What follows belongs to an exercise in optimizing a design on an open flow for small area, a short achievable clock period and few clock cycles; a production flow would make more cautious choices. At most, simulation tests tie the RTL to the original design; equivalence was not proved. No functional check of the RTL was part of runs 3 and 4. The flow treats the clock pin as an ideal source, which a real chip does not have. Power is estimated from default activity; no workload was simulated.

==> design.v <==
module cpu_pl(
    input clk,
    input rst,
    output [31:0] imem_addr,
    input [31:0] imem_rdata,
    output [31:0] dmem_addr,
    output [31:0] dmem_wdata,
    output [3:0] dmem_wstrb,
    input [31:0] dmem_rdata
);
reg [7:0] pc;
reg [7:0] ras;           
reg d_valid;
reg [31:0] d_inst;
reg [7:0] d_pc;
reg [7:0] d_alt;         
reg [31:1] d_sel1, d_sel2;   
reg e_we, e_ld, e_st, e_br, e_jalr;
reg e_shf;               
reg [4:0] e_rd;
reg [4:0] e_rs1;         
reg [2:0] e_mf3;         
reg [31:0] e_a, e_b;
reg [11:0] e_i;          
reg [2:0] e_f3;          
reg e_sub, e_arith, e_passb;
reg e_pred;
reg [7:0] e_alt;
reg w_we;
reg [4:0] w_rd;
reg [31:0] w_res;
reg [31:0] w_sdata;
reg [3:0] w_strb;
reg [31:0] m_addr;
wire [31:0] rf [1:31];
wire stall;              
wire d_stall;            
wire sh_more;            
wire redirect;
wire [7:0] redirect_pc;
wire [31:0] alu;
wire [31:0] ld;
wire [31:0] fi = imem_rdata;
wire f_jal = fi[6:2] == 5'b11011;
wire f_br = fi[6:2] == 5'b11000;
wire f_jalr = fi[6:2] == 5'b11001;
wire [7:0] f_tgt_j = pc + fi[29:22];
wire [7:0] f_tgt_b = pc + {fi[29:25], fi[11:9]};
wire [7:0] f_inc = pc + 8'd1;
wire [7:0] f_next = f_jal ? f_tgt_j : (f_br & fi[31]) ? f_tgt_b : f_jalr ? ras : f_inc;
wire [7:0] f_alt = f_br ? (fi[31] ? f_inc : f_tgt_b) : ras;
assign imem_addr = {18'b0, 2'b11, 2'b00, pc, 2'b00};
always @(posedge clk or posedge rst) begin
    if (rst) begin
        pc <= 8'd0;
        ras <= 8'd0;
        d_valid <= 1'b0;
    end else begin
        if (redirect) pc <= redirect_pc;
        else if (!stall) pc <= f_next;
        if (!stall && (f_jal | f_jalr) && fi[11:7] == 5'd1) ras <= f_inc;
        if (redirect) d_valid <= 1'b0;
        else if (!stall) d_valid <= 1'b1;
    end
end
always @(posedge clk) begin
    if (!stall) begin
        d_inst <= fi;
        d_pc <= pc;
        d_alt <= f_alt;
    end
end
wire [4:0] n_rs1 = stall ? d_inst[19:15] : fi[19:15];
wire [4:0] n_rs2 = stall ? d_inst[24:20] : fi[24:20];
genvar gr;
generate
    for (gr = 1; gr < 32; gr = gr + 1) begin : rsel
        always @(posedge clk) begin
            d_sel1[gr] <= n_rs1 == gr;
            d_sel2[gr] <= n_rs2 == gr;
        end
    end
endgenerate
wire [4:0] op = d_inst[6:2];
wire [2:0] f3 = d_inst[14:12];
wire [4:0] rs1 = d_inst[19:15];
wire [4:0] rs2 = d_inst[24:20];
wire [4:0] rd = d_inst[11:7];
wire i_lui = op == 5'b01101;
wire i_auipc = op == 5'b00101;
wire i_jal = op == 5'b11011;
wire i_jalr = op == 5'b11001;
wire i_br = op == 5'b11000;
wire i_ld = op == 5'b00000;
wire i_st = op == 5'b01000;
wire i_opi = op == 5'b00100;
wire i_op = op == 5'b01100;
wire uses1 = ~(i_lui | i_auipc | i_jal);
wire uses2 = i_op | i_br | i_st;
wire writes = (i_lui | i_auipc | i_jal | i_jalr | i_ld | i_opi | i_op) && rd != 5'd0;
reg [31:0] rf1, rf2;
integer ri;
always @(*) begin
    rf1 = 32'h0;
    rf2 = 32'h0;
    for (ri = 1; ri < 32; ri = ri + 1) begin
        rf1 = rf1 | (rf[ri] & {32{d_sel1[ri]}});
        rf2 = rf2 | (rf[ri] & {32{d_sel2[ri]}});
    end
end
wire [31:0] rv1 = (w_we && w_rd == rs1) ? w_res : rf1;
wire [31:0] rv2 = (w_we && w_rd == rs2) ? w_res : rf2;
reg rf_rst;
always @(posedge clk) rf_rst <= rst;
wire [31:0] rf_wd = rf_rst ? 32'h0 : w_res;
generate
    for (gr = 1; gr < 32; gr = gr + 1) begin : rfile
        reg [31:0] q;
        always @(posedge clk) begin
            if (rf_rst || (w_we && w_rd == gr)) begin
                if (gr == 2) q <= rf_rst ? 32'h00002ffc : w_res;
                else if (gr == 3) q <= rf_rst ? 32'h00001800 : w_res;
                else q <= rf_wd;
            end
        end
        assign rf[gr] = q;
    end
endgenerate
wire [9:0] d_agu;
cpl_add10 agu (.a(rv1[9:0]), .b(d_inst[29:20]), .s(d_agu));
wire ld_fwd = i_ld && f3 == 3'b010 && e_st && e_mf3 == 3'b010 && rs1 == e_rs1 && d_inst[31:20] == e_i;
assign d_stall = d_valid && (((i_ld | i_jalr) && e_we && e_rd == rs1) || (i_ld && e_st && !ld_fwd) || (i_jalr && e_st));
assign stall = d_stall | sh_more;
wire fwd1 = uses1 && e_we && e_rd == rs1;
wire fwd2 = uses2 && e_we && e_rd == rs2;
wire [8:0] d_inc = {1'b0, d_pc} + 9'd1;
wire [31:0] link = {18'b0, 2'b11, 1'b0, d_inc, 2'b00};
wire [31:0] pcfull = {18'b0, 2'b11, 2'b00, d_pc, 2'b00};
wire [31:0] imm_i = {{20{d_inst[31]}}, d_inst[31:20]};
wire [31:0] imm_u = {d_inst[31:12], 12'b0};
wire [31:0] a_id = i_auipc ? pcfull : rv1;
wire [31:0] b_id = ld_fwd ? e_b : (i_lui | i_auipc) ? imm_u : (i_jal | i_jalr) ? link : i_opi ? imm_i : rv2;
always @(posedge clk or posedge rst) begin
    if (rst) begin
        e_we <= 1'b0; e_ld <= 1'b0; e_st <= 1'b0; e_br <= 1'b0; e_jalr <= 1'b0; e_shf <= 1'b0;
    end else if (sh_more) begin
    end else if (redirect || d_stall || !d_valid) begin
        e_we <= 1'b0; e_ld <= 1'b0; e_st <= 1'b0; e_br <= 1'b0; e_jalr <= 1'b0; e_shf <= 1'b0;
    end else begin
        e_shf <= (i_opi | i_op) && f3[1:0] == 2'b01;
        e_we <= writes;
        e_ld <= i_ld && !ld_fwd;
        e_st <= i_st;
        e_br <= i_br;
        e_jalr <= i_jalr;
    end
end
always @(posedge clk or posedge rst) begin
    if (rst) begin
        e_rd <= 5'd0;
        e_f3 <= 3'b000;
        e_sub <= 1'b0;
        e_arith <= 1'b0;
        e_passb <= 1'b0;
    end else if (!sh_more) begin
        e_rd <= rd;
        e_f3 <= (i_opi | i_op | i_br) ? f3 : 3'b000;
        e_sub <= i_op && f3 == 3'b000 && d_inst[30];
        e_arith <= d_inst[30];
        e_passb <= i_lui | i_jal | i_jalr | ld_fwd;
    end
end
wire fa_ld = fwd1 & e_ld & ~sh_more;
wire fa_alu = (fwd1 & ~e_ld) | sh_more;
wire fa_id = ~fwd1 & ~sh_more;
wire fb_ld = fwd2 & e_ld & ~sh_more;
wire fb_alu = fwd2 & ~e_ld & ~sh_more;
wire fb_id = ~fwd2 & ~sh_more;
always @(posedge clk) begin
    e_rs1 <= rs1;
    e_mf3 <= f3;
    e_a <= ({32{fa_ld}} & ld) | ({32{fa_alu}} & alu) | ({32{fa_id}} & a_id);
    e_b <= ({32{fb_ld}} & ld) | ({32{fb_alu}} & alu) | ({32{fb_id}} & b_id)
         | ({32{sh_more}} & {27'b0, e_b[4:0] - 5'd3});
    e_i <= {d_inst[31:25], d_inst[11:7]};
    e_pred <= d_inst[31];
    e_alt <= d_alt;
end
wire [31:0] a = e_a;
wire [31:0] b = e_b;
wire [31:0] sum = a + (e_sub ? ~b : b) + {31'b0, e_sub};
wire c_eq = a == b;
wire c_ltu = a < b;
wire c_lt = (a[31] ^ b[31]) ? a[31] : c_ltu;
assign sh_more = e_shf && b[4:2] != 3'b000;
wire [1:0] sh_n = b[1:0] | {2{sh_more}};
wire left = ~e_f3[2];
wire [31:0] sh_in;
wire [31:0] sh_out;
genvar gi;
generate
    for (gi = 0; gi < 32; gi = gi + 1) begin : rev
        assign sh_in[gi] = left ? a[31 - gi] : a[gi];
    end
endgenerate
wire sh_fill = e_arith & a[31] & ~left;
wire [31:0] sh_1 = sh_n[0] ? {sh_fill, sh_in[31:1]} : sh_in;
wire [31:0] sh_r = sh_n[1] ? {{2{sh_fill}}, sh_1[31:2]} : sh_1;
generate
    for (gi = 0; gi < 32; gi = gi + 1) begin : rev2
        assign sh_out[gi] = left ? sh_r[31 - gi] : sh_r[gi];
    end
endgenerate
reg [31:0] alu_r;
always @(*) begin
    if (e_passb) alu_r = b;
    else case (e_f3)
        3'b000: alu_r = sum;
        3'b001: alu_r = sh_out;
        3'b010: alu_r = {31'b0, c_lt};
        3'b011: alu_r = {31'b0, c_ltu};
        3'b100: alu_r = a ^ b;
        3'b101: alu_r = sh_out;
        3'b110: alu_r = a | b;
        default: alu_r = a & b;
    endcase
end
assign alu = alu_r;
wire cond = (e_f3[2] ? (e_f3[1] ? c_ltu : c_lt) : c_eq) ^ e_f3[0];
wire br_mis = e_br && (cond != e_pred);
wire [9:0] e_agu = m_addr[9:0];
wire jalr_mis = e_jalr && (e_agu[9:2] != e_alt);
assign redirect = br_mis | jalr_mis;
assign redirect_pc = e_jalr ? e_agu[9:2] : e_alt;
wire [7:0] ld_b0 = e_agu[1] ? (e_agu[0] ? dmem_rdata[31:24] : dmem_rdata[23:16])
                            : (e_agu[0] ? dmem_rdata[15:8] : dmem_rdata[7:0]);
wire [7:0] ld_b1 = e_agu[1] ? dmem_rdata[31:24] : dmem_rdata[15:8];
wire ld_word = e_mf3[1];
wire ld_half = e_mf3[0];
wire ld_sign = ~e_mf3[2] & (ld_half ? ld_b1[7] : ld_b0[7]);
assign ld[7:0] = ld_b0;
assign ld[15:8] = ld_word ? dmem_rdata[15:8] : ld_half ? ld_b1 : {8{ld_sign}};
assign ld[31:16] = ld_word ? dmem_rdata[31:16] : {16{ld_sign}};
wire [31:0] ex_res = e_ld ? ld : alu;
wire [31:0] st_addr = a + {{20{e_i[11]}}, e_i};
wire [31:0] sdata = e_mf3[1] ? b : e_mf3[0] ? {2{b[15:0]}} : {4{b[7:0]}};
wire [3:0] strb = e_mf3[1] ? 4'b1111 : e_mf3[0] ? (st_addr[1] ? 4'b1100 : 4'b0011) : (4'b0001 << st_addr[1:0]);
always @(posedge clk or posedge rst) begin
    if (rst) begin
        w_we <= 1'b0;
        w_strb <= 4'b0;
    end else begin
        w_we <= e_we & ~sh_more;
        w_strb <= e_st ? strb : 4'b0;
    end
end
always @(posedge clk) begin
    w_rd <= e_rd;
    w_res <= ex_res;
    w_sdata <= sdata;
    m_addr[31:10] <= st_addr[31:10];
    m_addr[9:0] <= e_st ? st_addr[9:0] : d_agu;
end
assign dmem_addr = m_addr;
assign dmem_wdata = w_sdata;
assign dmem_wstrb = w_strb;
endmodule
module cpl_add10(
    input [9:0] a,
    input [9:0] b,
    output [9:0] s
);
assign s = a + b;
endmodule
==> flow/run.sh <==
#!/bin/bash
# Layout flow: the standard flow (standard.sh), with the port buffers made
# of a fast buffer cell and timing repair aimed below the clock period.
set -euo pipefail
bash standard.sh synth > flow_synth.log 2>&1
bash standard.sh \
    "BUFFER_PORTS_ARGS=-buffer_cell sky130_fd_sc_hd__buf_4" \
    "SETUP_SLACK_MARGIN=7" \
    finish > flow_layout.log 2>&1
==> standard.sh <==
#!/bin/bash
# synth_recipe.tcl (not shown) runs the flow's synth.tcl, then flattens the netlist and writes it again
# the make line also repeats each setting of config.mk as NAME=value (left out here)
make -C /OpenROAD-flow-scripts/flow DESIGN_CONFIG=/design/flow/config.mk WORK_HOME=/design/flow/orfs CLKGATE_MAP_FILE= SYNTH_SCRIPT=/design/flow/synth_recipe.tcl "${@:-finish}"
==> config.mk <==
export PLATFORM = sky130hd
export DESIGN_NAME = cpu_pl
export DESIGN_NICKNAME = cpu_pl
export VERILOG_FILES = /design/flow/design.v
export SDC_FILE = /design/flow/constraint.sdc
export NUM_CORES = 8
export LEC_CHECK = 0
export CAP_MARGIN = 10
export CORE_MARGIN = 2
export CORE_UTILIZATION = 40
export CTS_CLUSTER_DIAMETER = 125
export CTS_CLUSTER_SIZE = 24
export GPL_TIMING_DRIVEN = 1
export PLACE_DENSITY = 0.6
export SLEW_MARGIN = 10
export SYNTH_HIERARCHICAL = 1
export SYNTH_MINIMUM_KEEP_SIZE = 0
==> constraint.sdc <==
create_clock -name core_clock -period 10.5 [get_ports {clk}]
set_input_delay 2.1000 -clock core_clock [delete_from_list [all_inputs] [get_ports {clk}]]
set_output_delay 2.1000 -clock core_clock [all_outputs]
set_load 0.01 [all_outputs]
==> results.yml, run 1 <==
outcome:
  outcome: "complete, no violations"
detailed_routing:
  finalWirelength_mm: 313
  drc: 0
  vias_per_cell: 7.39
  ant_nets: 0
  dr.first_iter.drc_count: 12500
  drtPass1Iterations: 13
  vias: 57400
  wl_per_cell_um: 40.3
sta:
  fmax_mhz: 274
  fin_worst_skew_ns: 0.0598
  finalMaxSlewViolations: 0
  post-route-period-util_pct: 34.7
  finalCriticalPeriod_ns: 3.64
  holdWs_ns: 0.353
  setup_viol: 0
  hold_viol: 0
  rsz0062_at_grt: "yes"
  fin_ws_ns: 6.86
  timing.setup.tns_ns: 0
  worst_pin_slew_ns: 1.27
  maxSlewHeadroom_pct: 14.1
yosys:
  ys.warnings.count: 7
  ys_async_sr_fraction_pct: 2.93
  synth_edf_count: 1038
  netlist_area_sq_mm: 0.0647
  yosysUniqueCellTypes: 86
  ys.flop_type: "edfxtp_1"
  ys_seq_area_share_pct: 57.6
  syn_inst: 5426
  postSynthAreaPerCell_sq_um: 11.9
  synth_seq_cells: 1333
placement:
  dp_hpwl_mm: 178
  gp_congestion: 0.997
  port_buffers: 139
  post-place-ws_ns: 5.69
cts:
  clkTransAtPathRegs_ns: 0.11
  cts_root_buf: "clkbuf_16"
  worstSkewPairLatency_ns: 0.76
  cts_tree: "built"
  clockBufferDepth: 3
  htreeDepth: 3
  cts_buffers: 66
  clock-sinks: 1333
power:
  vdd_drop_max_mv: 0.139
  power_density_mw_per_mm2: 259
  total_power_mw: 19.1
  leakagePower_nw: 26.2
hold_path:
  hold_depth: 0
  hold_class: "flop to flop"
  worstHoldStart: "d_alt[3]"
  min_to: "e_alt[3]"
global_routing:
  track_usage_pct: 36.6
  grt-ovfl-total: 0
  grt_max_degree: 127
  met2_usage_pct: 51.3
  grt_use_met3_pct: 15.5
  grt-busiest-layer: "met2"
  grt_pass1_vias: 52300
  antenna_found_initial: 19
  grt_util_met1_pct: 45.1
  grt_first_pass_wirelength_mm: 420
final_layout:
  drive_above_1_share_pct: 17.7
  nFillCells: 14400
  fin_nets: 5788
  syn_to_final_growth_pct: 14.1
  post-route-util_pct: 46.0
  seqCellArea_sq_mm: 0.0375
  multi_input_area_sq_mm: 0.0274
die:
  die_x_um: 406
  core_sq_mm: 0.161
  initial_core_util_pct: 40.3
  io_pins: 166
  num_rows: 147
  die-area_sq_mm: 0.165
  dieHeight_um: 406
worst_setup_path:
  reg2regPathDepth: 9
  cp-start-kind: "flop"
  critPathCaptureType: "flop"
  crit_required_ns: 11.09
  r2r_slack_ns: 6.86
  criticalPathCategory: "flop to flop"
  cp.arrival_ns: 4.24
  r2r_start: "d_sel2[7]"
  crit_path_max_fanout: 25
  r2r-end: "e_b[24]"
flow_run:
  cap_violations: 0
## sequential cells by signal, summed over array words and instances (netlist names), 8 cells and up
signal	flops
d_alt	8
d_inst	30
d_pc	8
d_sel1	31
d_sel2	31
e_a	32
e_alt	8
e_b	32
e_i	12
m_addr	32
pc	8
ras	8
rfile.q	992
w_res	32
w_sdata	32
## area by class of cell
| class | instances | area share (%) |
|---|---|---|
| sequential | 1333 | 50.7 |
| antenna | 23 | 0.0779 |
| inverter | 121 | 0.629 |
| timing repair inverter | 3 | 0.0305 |
| multi-input combinational | 3578 | 37.1 |
| tap | 2160 | 3.66 |
| timing repair buffer | 435 | 5.15 |
| clock inverter | 8 | 0.227 |
| clock buffer | 98 | 2.40 |
## per-module statistics from Yosys, one instance, submodules excluded
module,copies in the design,flops+latches,cells
cpu_pl,1,1333,5375
cpl_add10,1,0,51
## worst max-delay path, stage by stage (launching register included)
cell and delay (ns):
dfxtp_2 0.47, buf_4 0.38, a222oi_1 0.47, nand4_1 0.17, nor3_2 0.97, a21oi_1 0.19
o21ai_0 0.20, a31oi_1 0.13, a221oi_1 0.26, o21ai_1 0.10
## how the worst max path moves through the flow
stage                   start             end  slack [ns]  cells past startpoint
floorplan             w_rd[3]  rfile[25].q[0]        6.60                      4
global placement      e_a[16]            e_br        5.75                     10
detailed placement      e_sub         e_a[24]        5.69                     12
CTS                     e_sub       w_res[31]        6.87                     11
global route            e_sub         e_a[23]        6.81                     15
finish              d_sel2[7]         e_b[24]        6.86                      9
## cell usage after synthesis (98+ instances only)
cell / instances / area, sq um
edfxtp_1: 1038 / 31200
a22oi_1: 350 / 2630
clkbuf_1: 344 / 1290
a221oi_1: 318 / 2790
a22o_1: 298 / 2610
nand2_1: 282 / 1060
dfxtp_1: 256 / 5120
o21ai_0: 253 / 1270
nor2_1: 252 / 946
a21oi_1: 234 / 1170
ha_1: 179 / 2240
nand4_1: 173 / 1080
nand3_1: 154 / 771
inv_1: 117 / 439
nor2b_1: 102 / 638
nor3_1: 98 / 490
## kinds of logic after synthesis
logic type      after synthesis  synth area share, %
fa+ha+maj                   184                 3.62
simple gates               1201                 9.17
xor+xnor                    156                 2.11
other cells                   2               0.0116
buf+inv                     538                 3.30
compound gates             1904                 21.8
flops                      1333                 57.6
mux                         108                 2.42
## per-stage QoR
stage | area, sq um | instances
final | 73800 | 7759
after global routing | 73800 | 7740
after CTS | 72300 | 7674
after detailed placement | 68800 | 7506
after global placement | 68800 | 7506
after floorplan | 65100 | 5448
## timing repair
action                     in CTS  in global routing
pin swaps                      50                 80
resized for setup             228                211
hold buffers                    0                  0
cloned                          4                  2
setup endpoints to repair     247                220
setup buffers                  58                 60
## layout by cell type, fill, tap and decap left out, types with 67 or more instances in the layout
cell type and n:
a222oi_1 67, nor2_1 240, nor2b_1 100, a22o_1 297
ha_1 158, nand4_1 173, buf_4 375, nand2_1 263
inv_1 113, nand3_1 150, o21ai_0 198, dfxtp_1 155
dfxtp_2 77, xor2_1 75, a22oi_1 347, a21oi_1 192
xnor2_1 71, a221oi_1 300, edfxtp_1 1038
## power by group
group / switching [mW] / total [mW] / internal (mW)
Combinational: 4.66 / 7.57 / 2.91
Clock: 1.78 / 2.99 / 1.21
Sequential: 1.38 / 8.56 / 7.17
Total: 7.82 / 19.1 / 11.3
## per-layer routing
metal / vias to the layer above / part of all wire (%)
met5: - / 0.068
met4: 20 / 9.1
met3: 1706 / 16
met2: 5979 / 41
met1: 27700 / 34
li1: 22000 / -
Testbench counts, summed over its fixed seeds: cycles 442,009.
==> run 2: changes to the inputs <==
--- a/config.mk
+++ b/config.mk
@@ -12,4 +12,5 @@
 export CTS_CLUSTER_SIZE = 24
+export GPL_ROUTABILITY_DRIVEN = 0
 export GPL_TIMING_DRIVEN = 1
-export PLACE_DENSITY = 0.6
+export PLACE_DENSITY = 0.5
 export SLEW_MARGIN = 10
==> run 2 against run 1 <==
Net effect: total power fell by 2.6%; sequential share of layout area rose by 0.14 points; area after synthesis did not move; fmax rose by 1.1%; global-route usage rose by 2.6 points; largest power group unchanged; cell area fell by 0.21%.
==> results.yml, run 2 <==
sta:
  finalCriticalPeriod_ns: 3.60
  fmax_mhz: 277
  post-route-period-util_pct: 34.3
  holdWs_ns: 0.352
  worst_pin_slew_ns: 1.27
  timing.setup.tns_ns: 0
  finalMaxSlewViolations: 0
  fin_worst_skew_ns: 0.0488
  setup_viol: 0
  rsz0062_at_grt: "yes"
  hold_viol: 0
  maxSlewHeadroom_pct: 14.9
hold_path:
  min_to: "e_alt[1]"
  hold_class: "flop to flop"
  worstHoldStart: "d_alt[1]"
  hold_depth: 0
global_routing:
  grt_first_pass_wirelength_mm: 443
  grt_pass1_vias: 52100
  track_usage_pct: 39.1
  grt_max_degree: 96
  antenna_found_initial: 12
  grt-ovfl-total: 0
placement:
  dp_hpwl_mm: 196
  port_buffers: 139
cts:
  clockBufferDepth: 3
  clkTransAtPathRegs_ns: 0.10
  cts_buffers: 66
  worstSkewPairLatency_ns: 0.74
  cts_root_buf: "clkbuf_16"
  cts_tree: "built"
  htreeDepth: 3
  clock-sinks: 1333
yosys:
  synth.most_common_cell: "edfxtp_1"
  synth_top_area_share_pct: 48.2
  synth_seq_cells: 1333
  syn_inst: 5426
  ys_async_sr_fraction_pct: 2.93
  ys.warnings.count: 7
  synth_commonest_cells: "edfxtp_1, a22oi_1, clkbuf_1"
  synth.area.top_cells: "edfxtp_1, dfxtp_1, a221oi_1, a22oi_1, a22o_1"
  synth_compound_area_share_pct: 21.8
  postSynthAreaPerCell_sq_um: 11.9
  synth_xor_area_share_pct: 2.11
  yosysUniqueCellTypes: 86
  synth-adder-area-share_pct: 3.62
  ys_seq_area_share_pct: 57.6
  synth_edf_count: 1038
  netlist_area_sq_mm: 0.0647
  ys.flop_type: "edfxtp_1"
  synth_top_family_by_area: "compound AO/OA/AOI/OAI gates"
  muxShareOfSynthArea_pct: 2.42
  synth_simple_gate_area_share_pct: 9.17
  synth_top_cell_by_area: "edfxtp_1"
final_layout:
  max_flop_register: "rfile.q"
  final_common_cell: "edfxtp_1"
  drive_above_1_share_pct: 17.9
  largest_register_ff_count: 992
  final_cell_mix: "edfxtp_1, buf_4, a22oi_1"
  syn_to_final_growth_pct: 13.9
  fin_nets: 5830
  nFillCells: 14600
worst_setup_path:
  r2r_start: "d_sel1[14]"
  cp.arrival_ns: 4.23
  r2r-end: "m_addr[7]"
  critPathCaptureType: "flop"
  cp_top_family: "compound AO/OA/AOI/OAI gates"
  crit_path_max_fanout: 10
  cp_cell_sequence: "a22o_1, a221oi_1, nand4_1, nor3_4, a21oi_4, ha_4, nand3_1, o211ai_1, buf_4, a31oi_1, xnor2_1, mux2_2"
  criticalPathCategory: "flop to flop"
  slowest_delay_ns: 0.58
  cp_num_buf_inv: 1
  cp_slowest_cell: "nor3_4"
  r2r_slack_ns: 6.90
  cp-start-kind: "flop"
  crit_required_ns: 11.13
  reg2regPathDepth: 12
detailed_routing:
  finalWirelength_mm: 335
  ant_nets: 0
  drtPass1Iterations: 10
  drc: 0
  vias_per_cell: 7.38
  dr.first_iter.drc_count: 11800
  vias: 57400
  wl_per_cell_um: 43.1
die:
  core_sq_mm: 0.161
  die_x_um: 406
  die-area_sq_mm: 0.165
  dieHeight_um: 406
  num_rows: 147
  initial_core_util_pct: 40.3
  io_pins: 166
power:
  power_density_mw_per_mm2: 253
  vdd_drop_max_mv: 0.159
  leakagePower_nw: 26.3
flow_run:
  cap_violations: 0
outcome:
  outcome: "complete, no violations"
run 2: power breakdown:
group / switching (mW) / internal, mW / total, mW
Sequential: 1.32 / 7.18 / 8.50
Combinational: 4.43 / 2.65 / 7.07
Clock: 1.82 / 1.22 / 3.03
run 2: kinds of logic (layout without fill, tap and decap cells):
group / Yosys count / count (layout)
AO/OA/AOI/OAI: 1904 / 1906
flip-flops: 1333 / 1333
AND/OR/NAND/NOR: 1201 / 1202
buffers and inverters: 538 / 697
adder cells (fa/ha/maj): 184 / 184
XOR/XNOR: 156 / 156
multiplexers: 108 / 108
other: 2 / 35
run 2: worst max path at each step:
stage,end,start,slack (ns),cells past startpoint
after global routing,e_a[24],e_sub,6.83,12
after detailed placement,e_br,e_a[19],5.80,10
final,m_addr[7],d_sel1[14],6.90,12
after floorplan,rfile[25].q[0],w_rd[3],6.60,4
after CTS,e_a[30],e_sub,6.92,12
after global placement,e_br,e_a[19],5.81,10
run 2: per-module statistics from Yosys (local to each module, per instance):
module	copies in the design	cell area, sq um	flops+latches
cpl_add10	1	385	0
cpu_pl	1	64300	1333
run 2: metrics by stage:
step	area, sq um	total power [mW]	utilization [%]	instances	setup WS [ns]
4_1_cts	72300	17.8	45.0	7709	6.92
6_report	73700	18.6	45.9	7781	6.90
5_1_grt	73700	19.2	45.9	7771	6.83
2_1_floorplan	65100	11.7	-	5448	6.60
3_5_place_dp	69000	14.6	43.0	7539	5.80
3_3_place_gp	69000	14.6	43.0	7539	5.81
run 2: per-layer routing:
layer	global-route usage [%]	up-vias	routed length, um
met1	52.5	28500	125000
met2	54.1	5613	134000
met3	13.8	1290	51200
li1	-	22000	-
met4	23.1	12	24500
met5	0.238	-	82
run 2: final cells by class:
class	count	area, sq um	area share [%]
Sequential cell	1333	37500	50.9
Multi-Input combinational cell	3580	27100	36.8
Timing Repair Buffer	475	3990	5.42
Tap cell	2160	2700	3.67
Clock buffer	90	1780	2.42
Inverter	121	468	0.635
Clock inverter	8	113	0.153
Antenna cell	11	27.5	0.0374
Timing Repair inverter	3	22.5	0.0306
run 2: what timing repair did:
action                     4_1_cts  5_1_grt
setup endpoints to repair      242      141
resized for setup              202      191
pin swaps                       31       67
buffers inserted                65       56
cloned                           7        5
hold buffers                     0        0
==> run 3: changes to the inputs <==
--- a/design.v
+++ b/design.v
@@ -190,6 +190,6 @@
 wire [31:0] b = e_b;
-wire [31:0] sum = a + (e_sub ? ~b : b) + {31'b0, e_sub};
-wire c_eq = a == b;
-wire c_ltu = a < b;
-wire c_lt = (a[31] ^ b[31]) ? a[31] : c_ltu;
+wire [31:0] sum;
+cpl_addsub addsub (.a(a), .b(b), .sub(e_sub), .s(sum));
+wire c_eq, c_lt, c_ltu;
+cpl_cmp cmp (.a(a), .b(b), .eq(c_eq), .lt(c_lt), .ltu(c_ltu));
 assign sh_more = e_shf && b[4:2] != 3'b000;
@@ -274 +274,20 @@
 endmodule
+module cpl_addsub(
+    input [31:0] a,
+    input [31:0] b,
+    input sub,
+    output [31:0] s
+);
+assign s = a + (sub ? ~b : b) + {31'b0, sub};
+endmodule
+module cpl_cmp(
+    input [31:0] a,
+    input [31:0] b,
+    output eq,
+    output lt,
+    output ltu
+);
+assign eq = a == b;
+assign ltu = a < b;
+assign lt = (a[31] ^ b[31]) ? a[31] : ltu;
+endmodule
--- a/config.mk
+++ b/config.mk
@@ -12,3 +12,2 @@
 export CTS_CLUSTER_SIZE = 24
-export GPL_ROUTABILITY_DRIVEN = 0
 export GPL_TIMING_DRIVEN = 1
==> run 3 against run 2 <==
Net effect: first-iteration DRC count rose by 0.56%; highest routed layer unchanged; largest cell class unchanged; core utilization up 0.67 points; hold slack worse by 0.0052 ns; wire length about the same; area after synthesis rose by 0.40%.
==> results.yml, run 3 <==
worst_setup_path:
  crit_path_max_fanout: 6
  crit_required_ns: 11.19
  criticalPathCategory: "flop to flop"
  cp.arrival_ns: 4.59
  cp-start-kind: "flop"
  critPathCaptureType: "flop"
final_layout:
  syn_to_final_growth_pct: 15.4
  fin_area_sq_mm: 0.0749
  max_flop_register: "rfile.q"
  drive_above_1_share_pct: 19.7
  fin_nets: 5858
  final_cell_mix: "edfxtp_1, buf_4, a22o_1"
  stdcell_count: 7814
  largest_register_ff_count: 992
  final_common_cell: "edfxtp_1"
power:
  power.switching_mw: 8.02
  swShare_pct: 40.7
  power_density_mw_per_mm2: 263
  leakagePower_nw: 27.3
  seq_power_share_pct: 42.5
  internal_power_mw: 11.7
  vdd_drop_max_mv: 0.138
  p_comb_share_pct: 41.4
  pwr-share-clk_pct: 16.1
global_routing:
  grt-ovfl-total: 0
  track_usage_pct: 39.1
  antenna_found_initial: 11
  grt-busiest-layer: "met2"
  grt_util_met1_pct: 52.7
  grt_first_pass_wirelength_mm: 443
  grt_pass1_vias: 52300
  grt_max_degree: 71
  met2_usage_pct: 53.7
  grt_use_met3_pct: 13.7
yosys:
  yosysUniqueCellTypes: 103
  ys.warnings.count: 7
  postSynthAreaPerCell_sq_um: 12.1
  synth.area.top_cells: "edfxtp_1, dfxtp_1, a22o_1, a221oi_1, ha_1"
  synth_edf_count: 1038
  netlist_area_sq_mm: 0.0650
  synth_commonest_cells: "edfxtp_1, a22o_1, a221oi_1"
  syn_inst: 5375
  synth_top_area_share_pct: 48.0
  synth_top_cell_by_area: "edfxtp_1"
  synth.most_common_cell: "edfxtp_1"
  ys_seq_area_share_pct: 57.4
  synth_seq_cells: 1333
  ys.flop_type: "edfxtp_1"
  ys_async_sr_fraction_pct: 2.93
die:
  initial_core_util_pct: 40.4
  dieHeight_um: 407
  io_pins: 166
  core_sq_mm: 0.161
  die-area_sq_mm: 0.166
  die_x_um: 407
  num_rows: 147
detailed_routing:
  vias_per_cell: 7.34
  wl_per_cell_um: 42.9
  drc: 0
  ant_nets: 0
  finalWirelength_mm: 335
  vias: 57400
  drtPass1Iterations: 12
  dr.first_iter.drc_count: 11900
sta:
  hold_viol: 0
  fin_worst_skew_ns: 0.0353
  finalCriticalPeriod_ns: 3.91
  setup_viol: 0
  worst_pin_slew_ns: 1.46
  maxSlewHeadroom_pct: 1.90
  timing.setup.tns_ns: 0
  rsz0062_at_grt: "yes"
  fmax_mhz: 256
  finalMaxSlewViolations: 0
  holdWs_ns: 0.347
  post-route-period-util_pct: 37.2
cts:
  clkTransAtPathRegs_ns: 0.11
  cts_tree: "built"
  cts_root_buf: "clkbuf_16"
  htreeDepth: 3
  clockBufferDepth: 3
  clock-sinks: 1333
  cts_hold_buf: 0
  worstSkewPairLatency_ns: 0.74
  cts_buffers: 68
placement:
  place_inst: 7523
  port_buffers: 139
  dp_hpwl_mm: 195
  place_area_sq_mm: 0.0693
  gp_congestion: 0.964
flow_run:
  cap_violations: 0
outcome:
  outcome: "complete, no violations"
hold_path:
  hold_class: "flop to flop"
==> run 3: changes by cell type in the layout (fill, tap and decap cells not counted), moves of 22 or more <==
cell / previous run / this run
a22oi_1: 350 / 254
buf_6: 19 / 41
buf_4: 428 / 466
nor3_1: 66 / 90
a22o_1: 297 / 341
a221oi_1: 303 / 328
o21ai_0: 205 / 153
dfxtp_2: 88 / 66
a31oi_1: 44 / 20
nor2_1: 243 / 207
inv_1: 113 / 147
==> run 3: cell families after synthesis <==
kind of cell | count (synthesis) | synth area share [%]
compound gates | 1851 | 21.6
flops | 1333 | 57.4
simple gates | 1149 | 8.78
buf+inv | 556 | 3.51
fa+ha+maj | 187 | 3.66
xor+xnor | 163 | 2.20
mux | 134 | 2.85
other cells | 2 | 0.0116
==> run 3: area by class of cell <==
| type | instances | area [sq um] |
|---|---|---|
| fillers | 14500 | 86000 |
| repair buffers | 537 | 4560 |
| inverters | 154 | 578 |
| flip-flops and latches | 1333 | 37500 |
| multi-input cells | 3511 | 27500 |
| diodes | 12 | 30.0 |
| well taps | 2160 | 2700 |
| clock inverters | 12 | 173 |
| clock buffers | 95 | 1880 |
==> run 3: metal layers <==
metal	vias up	wire length (um)
met2	5505	133000
met5	-	296
met1	28500	125000
met3	1303	50400
met4	10	26000
li1	22000	-
==> run 3: worst max-delay path: stages (launching register included) <==
cell and delay, ns:
dfrtp_4 0.56, buf_12 0.18, xor2_2 0.19, ha_4 0.31, buf_6 0.11, nand3_4 0.10, a21oi_4 0.21, nor2_2 0.06
o211ai_1 0.19, buf_4 0.18, o22ai_4 0.10, o311a_1 0.39, nor3_4 0.36, a32oi_2 0.13, a31oi_4 0.32, a21oi_2 0.07
mux2i_2 0.21, a22o_1 0.17
==> run 3: per-stage QoR <==
stage / util (%) / worst slack, ns / total power, mW
after detailed placement: 43.1 / 5.22 / 15.0
after floorplan: - / 6.60 / 12.0
after global placement: 43.1 / 5.11 / 15.0
final: 46.6 / 6.59 / 19.7
after global routing: 46.5 / 6.55 / 20.4
after CTS: 45.7 / 6.73 / 18.9
==> run 3: worst paths after layout <==
kind	startpoint	end	slack, ns	cells after the start
min in group asynchronous	rst	w_strb[2]	1.65	2
min	d_alt[0]	e_alt[0]	0.35	0
max in group asynchronous	rst	e_sub	8.08	2
max reg2reg	e_sub	e_b[28]	6.59	17
min reg2reg	d_alt[0]	e_alt[0]	0.35	0
max	e_sub	e_b[28]	6.59	17
==> run 3: per-module statistics from Yosys (local to each module, per instance) <==
module	cell area (sq um)	cells inside
cpu_pl	61600	4912
cpl_addsub	2150	292
cpl_cmp	843	120
cpl_add10	385	51
==> run 3: repair_timing <==
action | 4_1_cts | 5_1_grt
setup endpoints to repair | 198 | 159
buffers inserted | 85 | 81
cloned | 4 | 2
pin swaps | 73 | 103
resized for setup | 343 | 160
==> run 3: power groups by stage <==
stage               clock (mW)  combinational, mW  sequential [mW]
floorplan                    0               4.08             7.92
global placement             0               6.57             8.42
detailed placement           0               6.58             8.42
CTS                       3.18               7.39             8.30
global route              3.35               8.58             8.43
finish                    3.18               8.16             8.39
==> run 4: changes to the inputs <==
--- a/design.v
+++ b/design.v
@@ -22,2 +22,6 @@
 reg [2:0] e_mf3;         
+reg [3:0] e_lane;        
+reg e_word;              
+reg e_h_lo, e_h_hi;      
+reg [3:0] e_sgn;         
 reg [31:0] e_a, e_b;
@@ -172,2 +176,5 @@
 end
+wire [3:0] lane = 4'b0001 << d_agu[1:0];
+wire l_half = ~f3[1] & f3[0];
+wire l_byte = ~f3[1] & ~f3[0];
 wire fa_ld = fwd1 & e_ld & ~sh_more;
@@ -181,2 +188,7 @@
     e_mf3 <= f3;
+    e_lane <= lane;
+    e_word <= f3[1];
+    e_h_lo <= f3[1] | (l_half & lane[0]);
+    e_h_hi <= l_half & lane[2];
+    e_sgn <= {4{~f3[2]}} & ((l_byte ? lane : 4'b0) | (l_half ? {lane[2], 1'b0, lane[0], 1'b0} : 4'b0));
     e_a <= ({32{fa_ld}} & ld) | ({32{fa_alu}} & alu) | ({32{fa_id}} & a_id);
@@ -190,6 +202,6 @@
 wire [31:0] b = e_b;
-wire [31:0] sum;
-cpl_addsub addsub (.a(a), .b(b), .sub(e_sub), .s(sum));
-wire c_eq, c_lt, c_ltu;
-cpl_cmp cmp (.a(a), .b(b), .eq(c_eq), .lt(c_lt), .ltu(c_ltu));
+wire [31:0] sum = a + (e_sub ? ~b : b) + {31'b0, e_sub};
+wire c_eq = a == b;
+wire c_ltu = a < b;
+wire c_lt = (a[31] ^ b[31]) ? a[31] : c_ltu;
 assign sh_more = e_shf && b[4:2] != 3'b000;
@@ -234,11 +246,9 @@
 assign redirect_pc = e_jalr ? e_agu[9:2] : e_alt;
-wire [7:0] ld_b0 = e_agu[1] ? (e_agu[0] ? dmem_rdata[31:24] : dmem_rdata[23:16])
-                            : (e_agu[0] ? dmem_rdata[15:8] : dmem_rdata[7:0]);
-wire [7:0] ld_b1 = e_agu[1] ? dmem_rdata[31:24] : dmem_rdata[15:8];
-wire ld_word = e_mf3[1];
-wire ld_half = e_mf3[0];
-wire ld_sign = ~e_mf3[2] & (ld_half ? ld_b1[7] : ld_b0[7]);
+wire [7:0] ld_b0 = ({8{e_lane[0]}} & dmem_rdata[7:0]) | ({8{e_lane[1]}} & dmem_rdata[15:8])
+                 | ({8{e_lane[2]}} & dmem_rdata[23:16]) | ({8{e_lane[3]}} & dmem_rdata[31:24]);
+wire ld_sign = |(e_sgn & {dmem_rdata[31], dmem_rdata[23], dmem_rdata[15], dmem_rdata[7]});
 assign ld[7:0] = ld_b0;
-assign ld[15:8] = ld_word ? dmem_rdata[15:8] : ld_half ? ld_b1 : {8{ld_sign}};
-assign ld[31:16] = ld_word ? dmem_rdata[31:16] : {16{ld_sign}};
+assign ld[15:8] = ({8{e_h_lo}} & dmem_rdata[15:8]) | ({8{e_h_hi}} & dmem_rdata[31:24])
+                | ({8{~e_h_lo & ~e_h_hi & ld_sign}});
+assign ld[31:16] = e_word ? dmem_rdata[31:16] : {16{ld_sign}};
 wire [31:0] ex_res = e_ld ? ld : alu;
@@ -274,20 +284 @@
 endmodule
-module cpl_addsub(
-    input [31:0] a,
-    input [31:0] b,
-    input sub,
-    output [31:0] s
-);
-assign s = a + (sub ? ~b : b) + {31'b0, sub};
-endmodule
-module cpl_cmp(
-    input [31:0] a,
-    input [31:0] b,
-    output eq,
-    output lt,
-    output ltu
-);
-assign eq = a == b;
-assign ltu = a < b;
-assign lt = (a[31] ^ b[31]) ? a[31] : ltu;
-endmodule
==> run 4 against run 3 <==
Net effect: first-iteration DRC count shrank 4.4%; total power fell by 5.5%; die area grew 0.12%; synthesized cell count is essentially flat; cell area decreased by 0.76%; highest routed layer unchanged; critical path depth down 7; non-clock buffer count down 45; combinational power shrank 12%; wire length grew 1.6%; cell count fell by 0.83%; still clean on timing, DRC and antenna.
==> results.yml, run 4 <==
outcome:
  outcome: "complete, no violations"
yosys:
  ys_async_sr_fraction_pct: 2.90
  synth_commonest_cells: "edfxtp_1, a221oi_1, a22o_1"
  synth_seq_cells: 1343
  synth_top_cell_by_area: "edfxtp_1"
  synth.most_common_cell: "edfxtp_1"
  syn_inst: 5377
  ys.warnings.count: 7
  synth_top_area_share_pct: 47.9
  synth_edf_count: 1038
  synth.area.top_cells: "edfxtp_1, dfxtp_1, a221oi_1, a22o_1, ha_1"
  ys_seq_area_share_pct: 57.6
  ys.flop_type: "edfxtp_1"
  postSynthAreaPerCell_sq_um: 12.1
  yosysUniqueCellTypes: 95
  netlist_area_sq_mm: 0.0650
hold_path:
  hold_class: "flop to flop"
  worstHoldStart: "d_alt[5]"
sta:
  fmax_mhz: 273
  fin_worst_skew_ns: 0.0571
  worst_pin_slew_ns: 1.28
  finalCriticalPeriod_ns: 3.66
  setup_viol: 0
  post-route-period-util_pct: 34.8
  hold_viol: 0
  finalMaxSlewViolations: 0
  maxSlewHeadroom_pct: 14.2
  holdWs_ns: 0.351
  timing.setup.tns_ns: 0
  rsz0062_at_grt: "yes"
cts:
  worstSkewPairLatency_ns: 0.74
  cts_buffers: 67
  clockBufferDepth: 3
  htreeDepth: 3
  cts_hold_buf: 0
  clkTransAtPathRegs_ns: 0.10
  cts_tree: "built"
  clock-sinks: 1343
  cts_root_buf: "clkbuf_16"
worst_setup_path:
  criticalPathCategory: "flop to flop"
  r2r_start: "d_sel1[14]"
  r2r_slack_ns: 6.84
  crit_required_ns: 11.11
  reg2regPathDepth: 10
  endpoint: "e_a[10]"
  crit_path_max_fanout: 15
  crit_path_start: "d_sel1[14]"
  critPathCaptureType: "flop"
  cp-start-kind: "flop"
  cp.arrival_ns: 4.27
  r2r-end: "e_a[10]"
final_layout:
  fin_area_sq_mm: 0.0744
  fin_nets: 5797
  final_common_cell: "edfxtp_1"
  largest_register_ff_count: 992
  max_flop_register: "rfile.q"
  drive_above_1_share_pct: 18.5
  stdcell_count: 7749
  final_cell_mix: "edfxtp_1, buf_4, a221oi_1"
  nFillCells: 14600
  syn_to_final_growth_pct: 14.3
power:
  pwr-share-clk_pct: 16.3
  power_density_mw_per_mm2: 251
  swShare_pct: 40.7
  vdd_drop_max_mv: 0.130
  seq_power_share_pct: 45.2
  internal_power_mw: 11.1
  power.switching_mw: 7.60
  leakagePower_nw: 26.5
  p_comb_share_pct: 38.5
detailed_routing:
  vias: 57300
  wl_met3_mm: 51.7
  ant_nets: 0
  wl_per_cell_um: 43.9
  drtPass1Iterations: 9
  vias_per_cell: 7.39
  dr.first_iter.drc_count: 11300
  highest_layer: "met5"
  drc: 0
  finalWirelength_mm: 340
  wl_met1_mm: 126
  met2_length_mm: 137
placement:
  gp_congestion: 0.976
  place_inst: 7514
  port_buffers: 139
  place_area_sq_mm: 0.0694
  dp_hpwl_mm: 202
die:
  die-area_sq_mm: 0.166
  core_sq_mm: 0.161
  initial_core_util_pct: 40.4
  io_pins: 166
  num_rows: 147
  die_x_um: 407
  dieHeight_um: 407
flow_run:
  cap_violations: 0
global_routing:
  antenna_found_initial: 14
  grt_pass1_vias: 52700
  grt_max_degree: 80
  track_usage_pct: 39.3
  grt-ovfl-total: 0
  grt_first_pass_wirelength_mm: 451
[run 4: layout make-up]
cell class                      instances  area [sq um]  area share (%)
Clock buffer                           84          1740            2.34
Sequential cell                      1343         37700            50.7
Multi-Input combinational cell       3519         27300            36.7
Antenna cell                           16          40.0          0.0538
Clock inverter                         11           163           0.219
Inverter                              124           469           0.631
Timing Repair Buffer                  492          4250            5.72
Tap cell                             2160          2700            3.63
[run 4: per-module statistics from Yosys (local to each module, per instance)]
module / area, sq um / flip-flops and latches
cpl_add10: 385 / 0
cpu_pl: 64600 / 1343
[run 4: worst max-delay path, stage by stage (launching register included)]
cell and delay [ns]:
dfxtp_2 0.34, buf_12 0.18, buf_12 0.20, buf_4 0.27
a22o_1 0.30, a221oi_1 0.23, nand4_1 0.16, nor3_1 0.79
nand2_1 0.48, o211ai_1 0.33, o221ai_1 0.18
[run 4: logic make-up (layout without fill, tap and decap cells)]
family | count (synthesis) | after routing | synth area share, %
fa+ha+maj | 184 | 184 | 3.60
simple gates | 1154 | 1156 | 8.93
buf+inv | 539 | 711 | 3.34
compound gates | 1895 | 1895 | 22.2
mux | 109 | 109 | 2.29
other cells | 2 | 40 | 0.0115
xor+xnor | 151 | 151 | 2.03
flops | 1343 | 1343 | 57.6
[run 4: worst min-delay path by stage]
stage,cells after the start,slack (ns),end
global route,0,0.36,e_alt[5]
finish,0,0.35,e_alt[5]
detailed placement,0,0.33,e_alt[5]
global placement,0,0.33,e_alt[0]
CTS,0,0.35,e_alt[5]
floorplan,0,0.32,e_alt[0]
[run 4: stage by stage]
stage	util (%)	worst slack (ns)	total power, mW
2_1_floorplan	-	6.60	11.5
3_3_place_gp	43.1	5.90	14.5
3_5_place_dp	43.1	5.83	14.5
4_1_cts	45.4	6.86	18.0
5_1_grt	46.2	6.79	19.2
6_report	46.2	6.84	18.7
[run 4: power by group through the flow]
stage               Clock, mW  Sequential, mW  Combinational, mW
floorplan                   0            7.92               3.59
global placement            0            8.51               5.97
detailed placement          0            8.51               5.97
CTS                      3.04            8.32               6.61
global route             3.22            8.46               7.50
finish                   3.04            8.42               7.19
[run 4: per-layer routing]
layer  GRT usage (%)  vias up
met4            21.7       14
met2            54.9     5403
met3            15.4     1309
met1            51.8    28600
li1                -    22000
met5               0        -
[run 4: timing repair]
action                                  4_1_cts  5_1_grt
endpoints found under the setup margin      263      153
cloned                                        3        2
buffers inserted                             65       53
pin swaps                                    55       62
resized for setup                           290      162
==> run 5: changes to the inputs <==
--- a/design.v
+++ b/design.v
@@ -16,2 +16,3 @@
 reg [7:0] d_alt;         
+reg d_apc, d_bu, d_blink, d_bimm, d_brs2;   
 reg [31:1] d_sel1, d_sel2;   
@@ -22,6 +23,2 @@
 reg [2:0] e_mf3;         
-reg [3:0] e_lane;        
-reg e_word;              
-reg e_h_lo, e_h_hi;      
-reg [3:0] e_sgn;         
 reg [31:0] e_a, e_b;
@@ -29,3 +26,4 @@
 reg [2:0] e_f3;          
-reg e_sub, e_arith, e_passb;
+reg e_sub, e_arith;
+reg [8:0] e_op;          
 reg e_pred;
@@ -87,2 +85,10 @@
 endgenerate
+wire [4:0] n_op = stall ? d_inst[6:2] : fi[6:2];
+always @(posedge clk) begin
+    d_apc <= n_op == 5'b00101;
+    d_bu <= n_op == 5'b01101 || n_op == 5'b00101;
+    d_blink <= n_op == 5'b11011 || n_op == 5'b11001;
+    d_bimm <= n_op == 5'b00100;
+    d_brs2 <= !(n_op == 5'b01101 || n_op == 5'b00101 || n_op == 5'b11011 || n_op == 5'b11001 || n_op == 5'b00100);
+end
 wire [4:0] op = d_inst[6:2];
@@ -144,4 +150,5 @@
 wire [31:0] imm_u = {d_inst[31:12], 12'b0};
-wire [31:0] a_id = i_auipc ? pcfull : rv1;
-wire [31:0] b_id = ld_fwd ? e_b : (i_lui | i_auipc) ? imm_u : (i_jal | i_jalr) ? link : i_opi ? imm_i : rv2;
+wire [31:0] a_id = d_apc ? pcfull : rv1;
+wire [31:0] b_id = ({32{ld_fwd}} & e_b) | ({32{d_bu}} & imm_u) | ({32{d_blink}} & link)
+                 | ({32{d_bimm}} & imm_i) | ({32{d_brs2 & ~ld_fwd}} & rv2);
 always @(posedge clk or posedge rst) begin
@@ -167,3 +174,3 @@
         e_arith <= 1'b0;
-        e_passb <= 1'b0;
+        e_op <= 9'b0;
     end else if (!sh_more) begin
@@ -173,8 +180,5 @@
         e_arith <= d_inst[30];
-        e_passb <= i_lui | i_jal | i_jalr | ld_fwd;
-    end
-end
-wire [3:0] lane = 4'b0001 << d_agu[1:0];
-wire l_half = ~f3[1] & f3[0];
-wire l_byte = ~f3[1] & ~f3[0];
+        e_op <= (i_lui | i_jal | i_jalr | ld_fwd) ? 9'b100000000 : (i_opi | i_op) ? (9'b000000001 << f3) : 9'b000000001;
+    end
+end
 wire fa_ld = fwd1 & e_ld & ~sh_more;
@@ -188,7 +192,2 @@
     e_mf3 <= f3;
-    e_lane <= lane;
-    e_word <= f3[1];
-    e_h_lo <= f3[1] | (l_half & lane[0]);
-    e_h_hi <= l_half & lane[2];
-    e_sgn <= {4{~f3[2]}} & ((l_byte ? lane : 4'b0) | (l_half ? {lane[2], 1'b0, lane[0], 1'b0} : 4'b0));
     e_a <= ({32{fa_ld}} & ld) | ({32{fa_alu}} & alu) | ({32{fa_id}} & a_id);
@@ -225,17 +224,6 @@
 endgenerate
-reg [31:0] alu_r;
-always @(*) begin
-    if (e_passb) alu_r = b;
-    else case (e_f3)
-        3'b000: alu_r = sum;
-        3'b001: alu_r = sh_out;
-        3'b010: alu_r = {31'b0, c_lt};
-        3'b011: alu_r = {31'b0, c_ltu};
-        3'b100: alu_r = a ^ b;
-        3'b101: alu_r = sh_out;
-        3'b110: alu_r = a | b;
-        default: alu_r = a & b;
-    endcase
-end
-assign alu = alu_r;
+assign alu = ({32{e_op[0]}} & sum) | ({32{e_op[1] | e_op[5]}} & sh_out)
+           | {31'b0, (e_op[2] & c_lt) | (e_op[3] & c_ltu)}
+           | ({32{e_op[4]}} & (a ^ b)) | ({32{e_op[6]}} & (a | b))
+           | ({32{e_op[7]}} & (a & b)) | ({32{e_op[8]}} & b);
 wire cond = (e_f3[2] ? (e_f3[1] ? c_ltu : c_lt) : c_eq) ^ e_f3[0];
@@ -246,9 +234,11 @@
 assign redirect_pc = e_jalr ? e_agu[9:2] : e_alt;
-wire [7:0] ld_b0 = ({8{e_lane[0]}} & dmem_rdata[7:0]) | ({8{e_lane[1]}} & dmem_rdata[15:8])
-                 | ({8{e_lane[2]}} & dmem_rdata[23:16]) | ({8{e_lane[3]}} & dmem_rdata[31:24]);
-wire ld_sign = |(e_sgn & {dmem_rdata[31], dmem_rdata[23], dmem_rdata[15], dmem_rdata[7]});
+wire [7:0] ld_b0 = e_agu[1] ? (e_agu[0] ? dmem_rdata[31:24] : dmem_rdata[23:16])
+                            : (e_agu[0] ? dmem_rdata[15:8] : dmem_rdata[7:0]);
+wire [7:0] ld_b1 = e_agu[1] ? dmem_rdata[31:24] : dmem_rdata[15:8];
+wire ld_word = e_mf3[1];
+wire ld_half = e_mf3[0];
+wire ld_sign = ~e_mf3[2] & (ld_half ? ld_b1[7] : ld_b0[7]);
 assign ld[7:0] = ld_b0;
-assign ld[15:8] = ({8{e_h_lo}} & dmem_rdata[15:8]) | ({8{e_h_hi}} & dmem_rdata[31:24])
-                | ({8{~e_h_lo & ~e_h_hi & ld_sign}});
-assign ld[31:16] = e_word ? dmem_rdata[31:16] : {16{ld_sign}};
+assign ld[15:8] = ld_word ? dmem_rdata[15:8] : ld_half ? ld_b1 : {8{ld_sign}};
+assign ld[31:16] = ld_word ? dmem_rdata[31:16] : {16{ld_sign}};
 wire [31:0] ex_res = e_ld ? ld : alu;
--- a/flow/run.sh
+++ b/flow/run.sh
@@ -6,3 +6,3 @@
 bash standard.sh \
-    "BUFFER_PORTS_ARGS=-buffer_cell sky130_fd_sc_hd__buf_4" \
+    "BUFFER_PORTS_ARGS=-buffer_cell sky130_fd_sc_hd__buf_1" \
     "SETUP_SLACK_MARGIN=7" \
==> run 5 against run 4 <==
Net effect: first-iteration DRC count is 6.0% lower; count of clock-buffer cells in the layout up 8; sequential share of layout area is 1.7 points higher; wire length shrank 4.3%; sequential cell count rose by 3; non-clock buffer count shrank 25; register-to-register slack improved by 0.02 ns.
==> results.yml, run 5 <==
outcome:
  outcome: "complete, no violations"
power:
  vdd_drop_max_mv: 0.148
  power_density_mw_per_mm2: 253
  p_comb_share_pct: 36.3
  leakagePower_nw: 25.9
  swShare_pct: 40.0
  internal_power_mw: 10.9
  seq_power_share_pct: 46.7
  pwr-share-clk_pct: 17.0
  power.switching_mw: 7.30
worst_setup_path:
  endpoint: "e_a[12]"
  cp-start-kind: "flop"
  crit_path_max_fanout: 16
  critPathCaptureType: "flop"
  r2r-end: "e_a[12]"
  reg2regPathDepth: 8
  crit_path_start: "d_sel1[21]"
  r2r_start: "d_sel1[21]"
  criticalPathCategory: "flop to flop"
  cp.arrival_ns: 4.22
  r2r_slack_ns: 6.87
  crit_required_ns: 11.09
cts:
  cts_tree: "built"
  cts_buffers: 67
  worstSkewPairLatency_ns: 0.74
  clock-sinks: 1346
  clockBufferDepth: 3
  htreeDepth: 3
  cts_root_buf: "clkbuf_16"
  cts_hold_buf: 0
  clkTransAtPathRegs_ns: 0.12
detailed_routing:
  ant_nets: 0
  vias_per_cell: 7.34
  dr.first_iter.drc_count: 10700
  wl_per_cell_um: 43.8
  finalWirelength_mm: 326
  drtPass1Iterations: 9
  drc: 0
  vias: 54600
global_routing:
  grt_first_pass_wirelength_mm: 431
  grt_max_degree: 65
  antenna_found_initial: 9
  grt-ovfl-total: 0
  track_usage_pct: 38.4
  grt_pass1_vias: 50300
placement:
  gp_congestion: 0.973
  dp_hpwl_mm: 189
  place_inst: 7194
  port_buffers: 139
yosys:
  synth_edf_count: 1038
  ys_async_sr_fraction_pct: 3.49
  synth.area.top_cells: "edfxtp_1, dfxtp_1, a221oi_1, a22o_1, a22oi_1"
  postSynthAreaPerCell_sq_um: 12.4
  synth_seq_cells: 1346
  syn_inst: 5138
  synth_top_area_share_pct: 48.7
  synth.most_common_cell: "edfxtp_1"
  ys.warnings.count: 7
  netlist_area_sq_mm: 0.0639
  ys_seq_area_share_pct: 58.8
  ys.flop_type: "edfxtp_1"
  yosysUniqueCellTypes: 96
  synth_commonest_cells: "edfxtp_1, a22oi_1, a221oi_1"
  synth_top_cell_by_area: "edfxtp_1"
sta:
  post-route-period-util_pct: 34.6
  finalCriticalPeriod_ns: 3.63
  worst_pin_slew_ns: 1.33
  timing.setup.tns_ns: 0
  maxSlewHeadroom_pct: 10.5
  holdWs_ns: 0.342
  fmax_mhz: 275
  hold_viol: 0
  setup_viol: 0
  rsz0062_at_grt: "yes"
  finalMaxSlewViolations: 0
  fin_worst_skew_ns: 0.0542
final_layout:
  final_cell_mix: "edfxtp_1, a22oi_1, a221oi_1"
  seqCellArea_sq_mm: 0.0378
  drive_above_1_share_pct: 15.5
  nFillCells: 14400
  max_flop_register: "rfile.q"
  post-route-util_pct: 45.5
  stdcell_count: 7431
  final_common_cell: "edfxtp_1"
  largest_register_ff_count: 992
  fin_nets: 5571
  syn_to_final_growth_pct: 12.9
  multi_input_area_sq_mm: 0.0258
die:
  initial_core_util_pct: 40.3
  die_x_um: 404
  core_sq_mm: 0.159
  die-area_sq_mm: 0.163
  num_rows: 146
  io_pins: 166
  dieHeight_um: 404
hold_path:
  hold_depth: 0
  hold_class: "flop to flop"
flow_run:
  cap_violations: 0
==> run 5: cell types whose count changed after synthesis, sizes merged, moves of 26 or more <==
cell,previous run,this run
o211ai,30,58
a221oi,382,318
nand2,259,290
clkbuf,317,271
a22o,366,297
mux2i,53,85
xor2,68,97
o21ai,227,158
nand3,161,113
a22oi,238,336
o22ai,36,10
o31ai,53,17
==> run 5: routing by layer <==
layer	part of all wire, %	global-route usage, %	wire, um
met1	38	51.7	122000
met2	41	54.5	134000
met3	14	12.5	46500
met4	7.0	21.5	22800
met5	0.036	0	118
==> run 5: worst max-delay path, stage by stage (launching register included) <==
cell      delay [ns]
dfxtp_2         0.61
buf_4           0.47
buf_4           0.58
a221oi_1        0.18
nand4_1         0.14
nor3_1          0.09
a21oi_1         0.90
o21bai_1        0.26
o221ai_1        0.26
==> run 5: how the worst min path moves through the flow <==
stage | from | endpoint | slack (ns)
2_1_floorplan | d_alt[0] | e_alt[0] | 0.32
3_3_place_gp | d_alt[7] | e_alt[7] | 0.32
3_5_place_dp | d_alt[2] | e_alt[2] | 0.33
4_1_cts | d_alt[1] | e_alt[1] | 0.35
5_1_grt | d_alt[1] | e_alt[1] | 0.35
6_report | d_alt[1] | e_alt[1] | 0.34
==> run 5: layout make-up <==
class                   count  share of cell area [%]
diodes                      6                  0.0208
clock buffers              92                    2.51
clock inverters             9                   0.201
inverters                 134                   0.709
multi-input cells        3305                    35.7
flip-flops and latches   1346                    52.3
well taps                2072                    3.59
repair buffers            467                    4.91
==> run 5: modules after synthesis (local to each module, per instance) <==
| module | times used | area, sq um | flops+latches |
|---|---|---|---|
| cpl_add10 | 1 | 385 | 0 |
| cpu_pl | 1 | 63600 | 1346 |
==> run 5: per-stage QoR <==
stage / setup slack, ns / total power, mW / cell area [sq um]
6_report: 6.87 / 18.3 / 72200
5_1_grt: 6.88 / 18.8 / 72200
4_1_cts: 6.96 / 17.6 / 71000
3_5_place_dp: 5.63 / 14.2 / 67600
3_3_place_gp: 5.67 / 14.2 / 67600
2_1_floorplan: 6.60 / 11.5 / 64300
==> run 5: timing repair <==
item / in CTS / in global routing
cloned: 5 / 3
resized for setup: 200 / 151
hold endpoints to repair: 0 / 0
setup endpoints to repair: 241 / 143
pin swaps: 29 / 43
setup buffers: 61 / 61
==> run 5: cell families (layout without fill, tap and decap cells) <==
logic type | count (synthesis) | count (layout) | share of synthesized area [%]
flip-flops | 1346 | 1346 | 58.8
other | 2 | 30 | 0.0117
buffers and inverters | 511 | 702 | 3.22
XOR/XNOR | 165 | 165 | 2.26
multiplexers | 146 | 146 | 3.09
adder cells (fa/ha/maj) | 184 | 184 | 3.66
AO/OA/AOI/OAI | 1728 | 1728 | 20.8
AND/OR/NAND/NOR | 1056 | 1058 | 8.20
==> run 5: power by group through the flow <==
stage	combinational [mW]	clock [mW]	sequential, mW
2_1_floorplan	3.59	0	7.94
3_3_place_gp	5.62	0	8.57
3_5_place_dp	5.62	0	8.56
4_1_cts	6.06	3.12	8.41
5_1_grt	6.96	3.30	8.55
6_report	6.63	3.11	8.52
Testbench counts of run 5, summed over its fixed seeds: cycles 442,009.
==> run 6: changes to the inputs <==
==> flow/run.sh (replaced) <==
#!/bin/bash
# Layout flow: the standard flow (standard.sh), with the port buffers made
# of a small buffer cell, timing repair aimed below the clock period, and a
# second round of setup repair after clock tree synthesis.
set -euo pipefail
F=$(cd "$(dirname "$0")" && pwd)
bash standard.sh synth > flow_synth.log 2>&1
bash standard.sh \
    "BUFFER_PORTS_ARGS=-buffer_cell sky130_fd_sc_hd__buf_1" \
    "SETUP_SLACK_MARGIN=7" \
    "POST_CTS_TCL=$F/post_cts.tcl" \
    "MATCH_CELL_FOOTPRINT=0" \
    finish > flow_layout.log 2>&1
==> flow/post_cts.tcl (new file) <==
# a second round of setup repair after clock tree synthesis
estimate_parasitics -placement
repair_timing -setup -setup_margin $::env(SETUP_SLACK_MARGIN) -repair_tns 100 -max_passes 1000 -verbose
detailed_placement
check_placement -verbose
==> run 6 against run 5 <==
Net effect: core utilization shrank 0.075 points; highest routed layer unchanged; still clean; cell count fell by 0.17%; critical path depth rose by 2; area after synthesis unchanged; largest power group unchanged; total power increased by 0.14%; sequential share of layout area up 0.083 points.
==> results.yml, run 6 <==
die:
  core_sq_mm: 0.159
  io_pins: 166
  initial_core_util_pct: 40.3
  dieHeight_um: 404
  die-area_sq_mm: 0.163
  num_rows: 146
  die_x_um: 404
yosys:
  netlist_area_sq_mm: 0.0639
  syn_inst: 5138
  synth.most_common_cell: "edfxtp_1"
  postSynthAreaPerCell_sq_um: 12.4
  synth_edf_count: 1038
  synth_top_cell_by_area: "edfxtp_1"
  synth_top_area_share_pct: 48.7
  ys.flop_type: "edfxtp_1"
  ys_async_sr_fraction_pct: 3.49
  ys.warnings.count: 7
  synth_commonest_cells: "edfxtp_1, a22oi_1, a221oi_1"
  yosysUniqueCellTypes: 96
  synth.area.top_cells: "edfxtp_1, dfxtp_1, a221oi_1, a22o_1, a22oi_1"
  synth_seq_cells: 1346
  ys_seq_area_share_pct: 58.8
detailed_routing:
  drc: 0
  vias_per_cell: 7.39
  finalWirelength_mm: 325
  ant_nets: 0
  wl_met1_mm: 121
  highest_layer: "met5"
  wl_met3_mm: 47.4
  dr.first_iter.drc_count: 11500
  vias: 54800
  met2_length_mm: 133
  wl_per_cell_um: 43.9
  drtPass1Iterations: 13
sta:
  finalMaxSlewViolations: 0
  fin_worst_skew_ns: 0.0400
  maxSlewHeadroom_pct: 5.33
  rsz0062_at_grt: "yes"
  timing.setup.tns_ns: 0
  fmax_mhz: 267
  worst_pin_slew_ns: 1.41
  hold_viol: 0
  finalCriticalPeriod_ns: 3.74
  holdWs_ns: 0.346
  post-route-period-util_pct: 35.6
  setup_viol: 0
global_routing:
  grt_pass1_vias: 50600
  grt_first_pass_wirelength_mm: 432
  antenna_found_initial: 16
  track_usage_pct: 38.5
  grt_max_degree: 65
  grt-ovfl-total: 0
worst_setup_path:
  cp-start-kind: "flop"
  crit_path_max_fanout: 20
  crit_path_start: "d_sel2[20]"
  criticalPathCategory: "flop to flop"
  cp_cell_sequence: "buf_4, a22o_1, a221oi_1, nand4_1, nor3_1, nand2_1, o211ai_1, a31oi_1, a21oi_1, o21ai_0"
  critPathCaptureType: "flop"
  r2r_slack_ns: 6.76
  r2r_start: "d_sel2[20]"
  slowest_delay_ns: 1.14
  r2r-end: "e_b[4]"
  reg2regPathDepth: 10
  crit_required_ns: 11.10
  cp_slowest_cell: "nor3_1"
  cp.arrival_ns: 4.34
final_layout:
  final_cell_mix: "edfxtp_1, a22oi_1, a221oi_1"
  drive_above_1_share_pct: 15.4
  syn_to_final_growth_pct: 12.7
  largest_register_ff_count: 992
  final_common_cell: "edfxtp_1"
  max_flop_register: "rfile.q"
  fin_nets: 5561
  nFillCells: 14400
  stdcell_count: 7418
cts:
  clkTransAtPathRegs_ns: 0.11
  worstSkewPairLatency_ns: 0.75
  clock-sinks: 1346
  cts_tree: "built"
power:
  vdd_drop_max_mv: 0.130
  power_density_mw_per_mm2: 253
  leakagePower_nw: 25.8
hold_path:
  hold_depth: 0
  hold_class: "flop to flop"
  min_to: "e_alt[7]"
  worstHoldStart: "d_alt[7]"
flow_run:
  cap_violations: 0
outcome:
  outcome: "complete, no violations"
placement:
  gp_congestion: 0.951
  port_buffers: 139
  dp_hpwl_mm: 189
  place_inst: 7185
run 6: cell counts after synthesis:
Identical to the previous run, type by type.
run 6: metal layers:
metal,vias to the layer above,global-route usage (%)
met5,-,0.208
met4,23,21.8
met3,1266,13.1
met2,5139,54.2
met1,27400,51.5
li1,21000,-
run 6: cell families (layout without fill, tap and decap cells):
family          count (synthesis)  count (layout)  synth area share (%)
buf+inv                       511             683                  3.22
xor+xnor                      165             165                  2.26
simple gates                 1056            1060                  8.20
other cells                     2              34                0.0117
mux                           146             146                  3.09
flops                        1346            1346                  58.8
fa+ha+maj                     184             184                  3.66
compound gates               1728            1728                  20.8
run 6: how the worst max path moves through the flow:
stage | endpoint | slack, ns | depth (start not counted)
final | e_b[4] | 6.76 | 10
after global routing | e_a[28] | 6.88 | 14
after detailed placement | d_sel1[31] | 5.74 | 12
after global placement | d_sel1[31] | 5.68 | 12
after floorplan | rfile[25].q[0] | 6.60 | 4
run 6: power by group:
part	total (mW)	switching (mW)	internal, mW
sequential	8.53	1.31	7.22
combinational	6.66	4.18	2.48
clock	3.09	1.86	1.23
run 6: area by class of cell:
cell class | instances | area, sq um | share of cell area, %
sequential | 1346 | 37800 | 52.4
multi-input combinational | 3307 | 25900 | 35.9
timing repair buffer | 454 | 3310 | 4.60
tap | 2072 | 2590 | 3.60
clock buffer | 83 | 1760 | 2.44
inverter | 134 | 515 | 0.715
clock inverter | 12 | 199 | 0.276
antenna | 10 | 25.0 | 0.0347
run 6: per-module statistics from Yosys (local to each module, per instance):
module | flip-flops and latches | copies in the design
cpu_pl | 1346 | 1
cpl_add10 | 0 | 1
run 6: stage by stage:
stage          worst slack [ns]  util [%]  instance area (sq um)  total power, mW
2_1_floorplan              6.60         -                  64300             11.5
3_3_place_gp               5.68      42.6                  67600             14.2
3_5_place_dp               5.74      42.6                  67600             14.2
5_1_grt                    6.88      45.5                  72100             18.8
6_report                   6.76      45.5                  72100             18.3
run 6: critical path, delay by kind of cell, from the launching register on:
family,cells,cell delay [ns]
flip-flops,1,0.62
AND/OR/NAND/NOR,3,1.46
buffers and inverters,1,0.49
AO/OA/AOI/OAI,6,1.00

## static timing again, ports no longer ideal
Ports are ideal in the flow. The routed layouts listed here were re-timed in OpenROAD.
Step 1 sets driving cells, clkbuf_16 on the clock port and buf_2 on the other inputs (assumed; they add their load-dependent delay and slew).
Step 2, shift: input delay + t, output delay - t, t = (earliest + latest rising clock arrival at the registers) / 2. This alone moves slack from input paths to output paths.
Three values: ideal, step 1, step 2; two values: the first two.
run | t (ns) | setup slack, ns | worst setup path at the end | cell pins on the clock port's net
run 1 | 0.810 | 6.856 / 6.856 / 6.223 | input to register | 1
run 2 | 0.808 | 6.896 / 6.896 / 6.306 | input to register | 1
run 3 | 0.796 | 6.593 / 6.593 / 6.002 | input to register | 1
run 4 | 0.828 | 6.843 / 6.843 / 6.137 | input to register | 1
run 5 | 0.786 | 6.867 / 6.867 / 6.253 | input to register | 1
run 6 | 0.810 | 6.759 / 6.759 / 6.249 | input to register | 1
After both steps every run listed still meets setup and hold. The setup slack of run 4, which loses most, moves by 0.000 ns with the drivers and by -0.706 ns with both steps.
